Background: an optimization exercise with open tools, aiming at small area. Do not read the settings as production practice. Function was checked by simulation only, so behaviour that the tests miss may differ from the original. The flow treats the clock pin as an ideal source, which a real chip does not have. Power figures rest on the tool's default switching activity, not on a simulated workload.

## flow/flow/abc_area.script

```
strash
&get -n
&deepsyn -J 1000
&put
dch -f
amap
stime -c
```

## flow/design.v

```verilog
module controlador (
    input  logic clk,
    input  logic rst_n,
    input  logic rx_pin,
    output logic tx_pin
);
    localparam logic [3:0] CLR = 4'd0, IDLE = 4'd1, RX = 4'd2, PROC = 4'd3,
                           ACC5 = 4'd4, ACC2 = 4'd5, LOAD = 4'd6, TX = 4'd7,
                           INIT = 4'd8, MUL = 4'd9, DIV = 4'd10, FIN = 4'd11,
                           CONV = 4'd12;
    logic [3:0]  st;
    logic [4:0]  j;
    logic [3:0]  m13;      
    logic [3:0]  cnt;      
    logic [3:0]  cs;
    logic        shown, txq, rxs;
    logic [7:0]  S;        
    logic [15:0] A;
    logic [31:0] B;
    logic        c, c2, d, h1, h2, ah1;
    wire [3:0] jl = j[3:0];
    wire       w2 = j[4];
    wire       end_pass = (j == 5'd31);
    wire       tick = (jl == 4'd15) && (m13 == 4'd12);
    wire       A_out = A[0];
    wire       B_out = B[0];
    wire sq     = (cs == 4'd2);
    wire mul    = (cs == 4'd4);
    wire div    = (cs == 4'd7);
    wire addsub = (cs[3:2] == 2'b01) && (cs[1] ^ cs[0]);
    wire err    = d;           
    wire isdig = (S[7:4] == 4'h3) && (!S[3] || (S[2:1] == 2'b00));
    wire isop  = (S == 8'h2B) || (S == 8'h2D) || (S == 8'h2A) || (S == 8'h2F);
    wire is_s  = (S == 8'h73);
    wire is_q  = (S == 8'h71);
    wire is_r  = (S == 8'h72);
    wire is_eq = (S == 8'h3D) || (S == 8'h0D);
    wire calc  = S[6] ? !S[0] : (S[4] && S[3] && S[2]);
    wire digb = (j[4:2] == 3'b000) && S[j[1:0]];
    logic [15:0] kw;
    always_comb begin
        case (cs[1:0])
            2'd0: kw = 16'd10000;
            2'd1: kw = 16'd1000;
            2'd2: kw = 16'd100;
            default: kw = 16'd10;
        endcase
    end
    wire cbit = kw[jl];
    wire t_old = (jl == 4'd0) || ((jl[3:1] != 3'b000) && A[15]);
    wire t_new = (jl == 4'd0) || ((jl[3:1] != 3'b000) && A[14]);
    wire y_sub = sq ? t_old : A_out;
    wire y_cmp = sq ? t_new : A_out;
    wire sq_upd = sq && !cnt[0];
    logic [7:0] kb;
    always_comb begin
        case (cs)
            4'd10:   kb = err ? 8'h45 : 8'h30;
            4'd11:   kb = err ? 8'h72 : 8'h30;
            4'd12:   kb = err ? 8'h72 : 8'h30;
            4'd13:   kb = 8'h0D;
            4'd14:   kb = 8'h0A;
            4'd8, 4'd9: kb = 8'h30;
            default: kb = 8'h3D;        
        endcase
    end
    wire load_bit = (!err && cs[3:2] == 2'b10 && !j[2]) ? B_out :
                    (!err && cs == 4'd12 && !j[2])      ? A_out : kb[j[2:0]];
    logic x, y, cinit, cfirst, x2, y2;
    logic a_in, b_in, h_in;
    wire cc  = cfirst ? cinit : c;
    wire s   = x ^ y ^ cc;
    wire co  = (x & y) | (cc & (x ^ y));
    wire cc2 = (jl == 4'd0) ? 1'b1 : c2;
    wire co2 = (x2 & y2) | (cc2 & (x2 ^ y2));
    always_comb begin
        x = A_out; y = 1'b0; cinit = 1'b0; cfirst = (jl == 4'd0);
        x2 = s; y2 = ~cbit;
        a_in = A_out; b_in = B_out; h_in = B_out;
        case (st)
            CLR: begin a_in = 1'b0; b_in = 1'b0; end
            ACC5: begin
                cfirst = (j == 5'd0);
                if (cs[2]) begin
                    x = B_out; y = (j[4:1] != 4'd0) && h2; b_in = s;
                end else begin
                    h_in = A_out;
                    x = A_out; y = (j[4:1] != 4'd0) && h2;
                    if (!w2) a_in = s;
                end
            end
            ACC2: begin
                cfirst = (j == 5'd0);
                x = (j != 5'd0) && h1; y = digb;
                if (cs[2]) b_in = s;
                else begin
                    h_in = A_out;
                    if (!w2) a_in = s;
                end
            end
            INIT: begin
                cfirst = (j == 5'd0);
                x = B_out; y = 1'b1;
                if (!w2) begin a_in = B_out; b_in = A_out; end
                else b_in = 1'b0;
            end
            MUL: begin
                if (!w2) b_in = (jl == 4'd0) ? 1'b0 : h1;
                else begin
                    x = (jl != 4'd0) && h1; y = d & A_out; b_in = s;
                end
            end
            DIV: begin
                x = B_out; y = ~(d & y_sub); cinit = 1'b1;
                x2 = h1; y2 = ~y_cmp;
                if (!w2) b_in = (jl == 4'd0) ? d : h1;
                else begin
                    h_in = s;
                    b_in = h1;
                    if (sq_upd) a_in = (jl == 4'd0) ? d : ah1;
                end
            end
            FIN: begin
                b_in = 1'b0;
                x = A_out; y = B_out ^ cs[1]; cinit = cs[1];
                if (!w2) begin
                    if (addsub) a_in = s;
                    if (div || sq) a_in = (jl == 4'd0) ? d : (sq ? ah1 : h1);
                end else if (mul) a_in = B_out;
            end
            CONV: begin
                cinit = 1'b1;
                if (!w2) begin x = A_out; y = ~(d & cbit); a_in = s; end
                else begin x = B_out; y = 1'b0; cinit = d; b_in = s; end
            end
            LOAD: if (cs[3:2] == 2'b10) b_in = 1'b0;
            default: ;
        endcase
    end
    wire bitslot = (cnt != 4'd0) && (cnt <= 4'd8);
    wire s_shift = ((st == RX || st == TX) && tick && bitslot) ||
                   (st == LOAD && j[4:3] == 2'b10);
    wire s_in = (st == LOAD) ? load_bit : (st == TX) ? S[0] : rxs;
    assign tx_pin = txq;
    always_ff @(posedge clk) begin
        rxs <= rx_pin;
        A   <= {a_in, A[15:1]};
        B   <= {b_in, B[31:1]};
        h1  <= h_in;
        h2  <= h1;
        ah1 <= A_out;
        c   <= co;
        c2  <= co2;
        if (s_shift) S <= {s_in, S[7:1]};
        if (st == IDLE && !rxs) m13 <= 4'd6;
        else if (jl == 4'd15) m13 <= (m13 == 4'd12) ? 4'd0 : m13 + 4'd1;
        if (!rst_n) begin
            st <= CLR; j <= 5'd0; txq <= 1'b1; cs <= 4'd0;
        end else begin
            j <= j + 5'd1;
            case (st)
                CLR: begin
                    cs <= 4'd0;
                    if (end_pass) st <= IDLE;
                end
                IDLE: if (!rxs) begin st <= RX; cnt <= 4'd0; end
                RX: if (tick) begin
                    cnt <= cnt + 4'd1;
                    if (cnt == 4'd9) st <= PROC;
                end
                PROC: if (end_pass) begin
                    cnt <= 4'd0;
                    case (cs[2:0])
                        3'd0: begin
                            if (isdig) st <= ACC5;
                            else if (isop) begin
                                cs <= {2'b01, S[2], S[2] ? S[1] : S[0]}; st <= TX;
                            end else if (is_s) begin cs <= 4'd1; st <= TX; end
                            else st <= IDLE;
                        end
                        3'd1: if (is_q) begin cs <= 4'd2; st <= TX; end else st <= CLR;
                        3'd2: if (is_r) st <= TX; else st <= CLR;
                        default: begin
                            if (isdig) st <= ACC5;
                            else if (is_eq) st <= LOAD;
                            else st <= IDLE;
                        end
                    endcase
                end
                ACC5: if (end_pass) st <= ACC2;
                ACC2: if (end_pass) st <= TX;
                LOAD: if (j == 5'd23) begin st <= TX; cnt <= 4'd0; end
                TX: begin
                    if (tick && cnt != 4'd11) begin
                        cnt <= cnt + 4'd1;
                        if (cnt == 4'd0) txq <= 1'b0;
                        else if (cnt <= 4'd8) txq <= S[0];
                        else txq <= 1'b1;
                    end
                    if (cnt == 4'd11 && end_pass) begin
                        if (!cs[3]) st <= !calc ? IDLE : addsub ? FIN : INIT;
                        else if (cs == 4'd14) st <= CLR;
                        else begin
                            cs <= cs + 4'd1;
                            st <= (cs < 4'd11 && !err) ? CONV : LOAD;
                        end
                    end
                end
                INIT: if (end_pass) begin
                    cnt <= 4'd0; d <= 1'b0;
                    if (div && !co) begin cs <= 4'd10; d <= 1'b1; st <= LOAD; end
                    else st <= mul ? MUL : DIV;
                end
                MUL: begin
                    if (j == 5'd15) d <= B_out;
                    if (end_pass) begin
                        cnt <= cnt + 4'd1;
                        if (cnt == 4'd15) st <= FIN;
                    end
                end
                DIV: if (end_pass) begin
                    d <= (co2 | s) & !sq_upd;
                    cnt <= cnt + 4'd1;
                    if (cnt == 4'd15) st <= FIN;
                end
                FIN: if (end_pass) begin
                    cs <= 4'd8; shown <= 1'b0; d <= 1'b0; st <= CONV;
                end
                CONV: begin
                    if (j == 5'd15) begin
                        d <= co2;
                        if (co2) shown <= 1'b1;
                    end
                    if (end_pass && !d) begin
                        if (shown) st <= LOAD;
                        else begin
                            cs <= cs + 4'd1;
                            if (cs == 4'd11) st <= LOAD;
                        end
                    end
                end
                default: st <= CLR;
            endcase
        end
    end
endmodule
```

## flow/constraint.sdc

```tcl
create_clock -name core_clock -period 40.0 [get_ports {clk}]
set_input_delay 8.0000 -clock core_clock [delete_from_list [all_inputs] [get_ports {clk}]]
set_output_delay 8.0000 -clock core_clock [all_outputs]
set_load 0.01 [all_outputs]
```

## flow/flow/ck_down.tcl

```tcl
proc ck_max_slew {} {
  set mx 0
  foreach p [get_pins -of_objects [all_registers] -filter "is_clock==1"] {
    set s [get_property $p slew_max]
    if {$s > $mx} {set mx $s}
  }
  return $mx
}
set_propagated_clock [all_clocks]
estimate_parasitics -placement
puts "ck_down: max clock pin slew before [ck_max_slew]"
foreach inst [get_cells -filter "ref_name == sky130_fd_sc_hd__clkbuf_8"] {
  foreach smaller {sky130_fd_sc_hd__clkbuf_2 sky130_fd_sc_hd__clkbuf_4} {
    replace_cell $inst $smaller
    estimate_parasitics -placement
    if {[ck_max_slew] <= 0.115} {
      puts "ck_down: [get_full_name $inst] -> $smaller"
      break
    }
    replace_cell $inst sky130_fd_sc_hd__clkbuf_8
    estimate_parasitics -placement
  }
}
puts "ck_down: max clock pin slew after [ck_max_slew]"
unset_propagated_clock [all_clocks]
```

## flow/config.mk

```make
export PLATFORM = sky130hd
export DESIGN_NAME = controlador
export DESIGN_NICKNAME = controlador
export VERILOG_FILES = /design/flow/design.v
export SDC_FILE = /design/flow/constraint.sdc
export NUM_CORES = 4
export LEC_CHECK = 0
export ABC_AREA = 1
export CAP_MARGIN = 20
export CORE_MARGIN = 2
export CORE_UTILIZATION = 65
export PLACE_DENSITY = 0.8
export SLEW_MARGIN = 20
```

## flow/flow/run.sh

```bash
#!/bin/bash
# The standard layout (standard.sh, ORFS's own scripts), with these
# changes to how the layout is made:
#  - ABC's area script (combinational logic only; flip-flops are mapped
#    before ABC runs, so the registers are those of the standard synthesis)
#    is replaced by a stronger area-oriented one (flow/abc_area.script);
#  - CTS does not add dummy loads for skew balancing, and after CTS each
#    clock buffer is downsized as far as the clock-pin slew allows
#    (flow/ck_down.tcl);
#  - the port buffers use the smallest buffer cell.
# All tool output goes to flow.log and ORFS's per-step logs under orfs/logs.
set -euo pipefail
here=$(pwd)
rm -rf "$here/scripts"
cp -r "$FLOW_HOME/scripts" "$here/scripts"
cp "$here/flow/abc_area.script" "$here/scripts/abc_area.script"
cp "$here/flow/ck_down.tcl" "$here/scripts/ck_down.tcl"
sed -i 's/^log_cmd clock_tree_synthesis {\*}\$cts_args/lappend cts_args -dont_use_dummy_load\nlog_cmd clock_tree_synthesis {*}$cts_args\nsource $::env(SCRIPTS_DIR)\/ck_down.tcl/' "$here/scripts/cts.tcl"
sed -i 's/buffer_ports {\*}\[env_var_or_empty BUFFER_PORTS_ARGS\]/buffer_ports -buffer_cell sky130_fd_sc_hd__buf_1/' "$here/scripts/global_place.tcl"
grep -q dont_use_dummy_load "$here/scripts/cts.tcl"
grep -q ck_down.tcl "$here/scripts/cts.tcl"
grep -q "buffer_cell sky130_fd_sc_hd__buf_1" "$here/scripts/global_place.tcl"
bash standard.sh SCRIPTS_DIR="$here/scripts" finish > "$here/flow.log" 2>&1
```

## flow/standard.sh

```bash
#!/bin/bash
# synth_recipe.tcl (not shown) runs the flow's synth.tcl, then flattens the netlist and writes it again
# the make line also repeats each setting of config.mk as NAME=value (left out here)
make -C /OpenROAD-flow-scripts/flow DESIGN_CONFIG=/design/flow/config.mk WORK_HOME=/design/flow/orfs CLKGATE_MAP_FILE= SYNTH_SCRIPT=/design/flow/synth_recipe.tcl "${@:-finish}"
```

==> results.toml <==
[worst_setup_path]
crit_slowest_cell = "a2111oi_0"
start_kind = "input port"
crit_type = "in2reg"
cpPeakStageDelay_ns = 0.58
crit_arrival_ns = 9.80
crit_fanout = 11
path_cells = "buf_1 > clkinv_1 > nor2_1 > clkinv_1 > a2111oi_0 > o21a_1"
endpoint_kind = "flip-flop"
cp_data_required_time_ns = 40.27
cp_common_cell = "clkinv_1"

[route]
ant_nets = 0
drtIter0Drc = 664
drt-wirelength-per-cell_um = 19.6
via_per_inst = 6.79
vias = 3576
first_pass_iters = 7
wl_mm = 10.3
route.detailed.drc = 0

[clock_tree]
cts_tree = "yes"
path_clk_slew_ns = 0.10
numCtsBuffers = 9
postCtsHoldBufs = 0
postCtsSetupRepairBufs = 0
clock_latency_ns = 0.53
cts.sinks = 86
cts_resized = 0

[global_routing]
grtUsageTotal = 0.343
overflow = 0
grt_pass1_vias = 3412
grt_pass1_wl_mm = 16.7
grt_max_degree = 16
antenna_found_initial = 0

[finish]
multiInputGateArea_um2 = 1670
fin_util = 0.715
syn2layout_area_growth_pct = 5.29
fill_cells = 456
drive_above_1_share = 0.0220
seq_area_um2 = 1860
n_antenna_cell = 0
final_nets = 476
final_cell_count_no_fill = 527

[pwr]
peakVddDrop_uv = 45.0
p_leak_uw = 0.00137
cellPowerDensity_nw_per_um2 = 39.5

[placed_design]
place_inst = 518
dp_slack_ns = 29.94
gp_congestion = 1.03
place_hpwl_mm = 7.63
port_buffers = 3

[logic_synthesis]
syn_inst = 442
synthFlopType = "dfxtp_1"
synth_top_area_cell = "dfxtp_1"
ys_ff_latch = 86
seq_area_frac_synth = 0.495
synth.top_cell.area_share = 0.383
synth_cell_type_count = 37
postSynthAreaPerCell_um2 = 8.51
synth_edf_count = 14
syn_area_um2 = 3760
synth_fp_nets = 461
synthTopCellsByArea = "dfxtp_1 (38%), edfxtp_1 (11%), nor2_1 (8.2%)"
postSynth.asyncResetShare = 0
yosysMostFrequentCell = "nor2_1"
synthTopCellsByCount = "nor2_1 (82), dfxtp_1 (72), clkinv_1 (62)"
yosys_warnings = 1

[sta]
max_freq_mhz = 105
hold_violations = 0
setup_ws_ns = 30.47
slew_viol_final = 0
finalClockSkew_ns = 0.0317
fin_tns_setup_ns = 0
setup_viol = 0
fin_crit_sh = 0.238
holdWs_ns = 0.325
worstMarginPinSlew_ns = 0.648
fin_crit_ns = 9.53
rsz0062_at_grt = "no"
max-slew-margin-rel = 0.564

[floorplanning]
chipHeight_um = 80.1
core_area_um2 = 5540
die-area_um2 = 6420
placementRows = 27
initial_utilization = 0.679
die_x_um = 80.1
ios = 4

[run_status]
status = "timing/DRC/antenna clean"

[job]
cap_viol_max_count = 0

[min_path]
hp-class = "reg2reg"
-- power breakdown --
group	switching, uW	leakage [uW]	internal, uW
sequential	4.15	0.000712	93.8
clock	25.9	0.0000513	14.0
combinational	12.6	0.000607	6.15
total	42.6	0.00137	114
-- registers in the layout, indices dropped and copies added, names as in the netlist, 4 cells and up --
signal / flops
m13: 4
cs: 4
st: 4
S: 8
cnt: 4
A: 16
B: 32
j: 5
-- logic make-up after synthesis --
kind of cell	synth area share
compound gates	0.214
fa+ha+maj	0.0552
flops	0.495
buf+inv	0.0618
simple gates	0.175
-- placed cells by master (no fill, tap or decap), drive strengths merged, types with 3 or more instances in the layout --
cell | netlist | routed
a22oi | 4 | 4
nand2 | 34 | 34
a21oi | 23 | 23
dfxtp | 72 | 72
edfxtp | 14 | 14
a311oi | 6 | 6
o21ai | 31 | 31
o221ai | 3 | 3
ha | 15 | 15
nor2b | 3 | 3
o22ai | 9 | 9
a41oi | 4 | 4
a211oi | 8 | 8
nor2 | 82 | 82
or4 | 3 | 3
o21a | 4 | 4
clkbuf | 0 | 9
nand3 | 8 | 8
nor3 | 18 | 18
nor4 | 3 | 3
o32ai | 6 | 6
a31oi | 9 | 9
clkinv | 62 | 62
buf | 0 | 4
-- metal layers --
metal,track usage,share of wire
met1,0.463,0.39
met2,0.533,0.44
met3,0.0753,0.13
met4,0.147,0.040
met5,0,0
-- metrics by stage --
step / power (uW) / cell area, um2
floorplan: 111 / 3760
detailed placement: 117 / 3870
global placement: 116 / 3870
finish: 157 / 3960
global route: 161 / 3960
CTS: 147 / 3960
-- area by class of cell --
class / count / share of cell area
Clock buffer: 9 / 0.0227
Multi-Input combinational cell: 294 / 0.421
Inverter: 62 / 0.0587
Timing Repair Buffer: 4 / 0.00474
Sequential cell: 86 / 0.470
Tap cell: 72 / 0.0227
-- final timing paths --
check                startpoint              end  slack (ns)  cells past startpoint
max reg2reg  cs[1]$_SDFFE_PN0P_      d$_DFFE_PP_       35.41                     16
max                       rst_n  shown$_DFFE_PP_       30.47                      6
min                B[7]$_DFF_P_     B[6]$_DFF_P_        0.32                      0
min reg2reg        B[7]$_DFF_P_     B[6]$_DFF_P_        0.32                      0
-- worst max-delay path, delay by kind of cell --
| family | cells | cell delay [ns] |
|---|---|---|
| buffers and inverters | 3 | 0.77 |
| AO/OA/AOI/OAI | 2 | 0.79 |
| AND/OR/NAND/NOR | 1 | 0.23 |

[static timing again, ports no longer ideal]
Ports are ideal in the flow. The routed layout listed here was re-timed in OpenROAD.
Step 1 assumes that a clkbuf_16 drives the clock port and a buf_2 every other input.
Step 2 times the ports against the registers' clock, not the clock port: input delays grow and output delays shrink by t, the midpoint of the rising clock arrivals with the driver on.
Three values: ideal, step 1, step 2; two values: the first two.
t (ns): 0.549
slack for setup (ns): 30.470 / 30.480 / 29.931
worst register clock-pin slew, ns: 0.10 / 0.10
After both steps this run still meets setup and hold. The setup slack of this run moves by +0.010 ns with the drivers and by -0.539 ns with both steps.
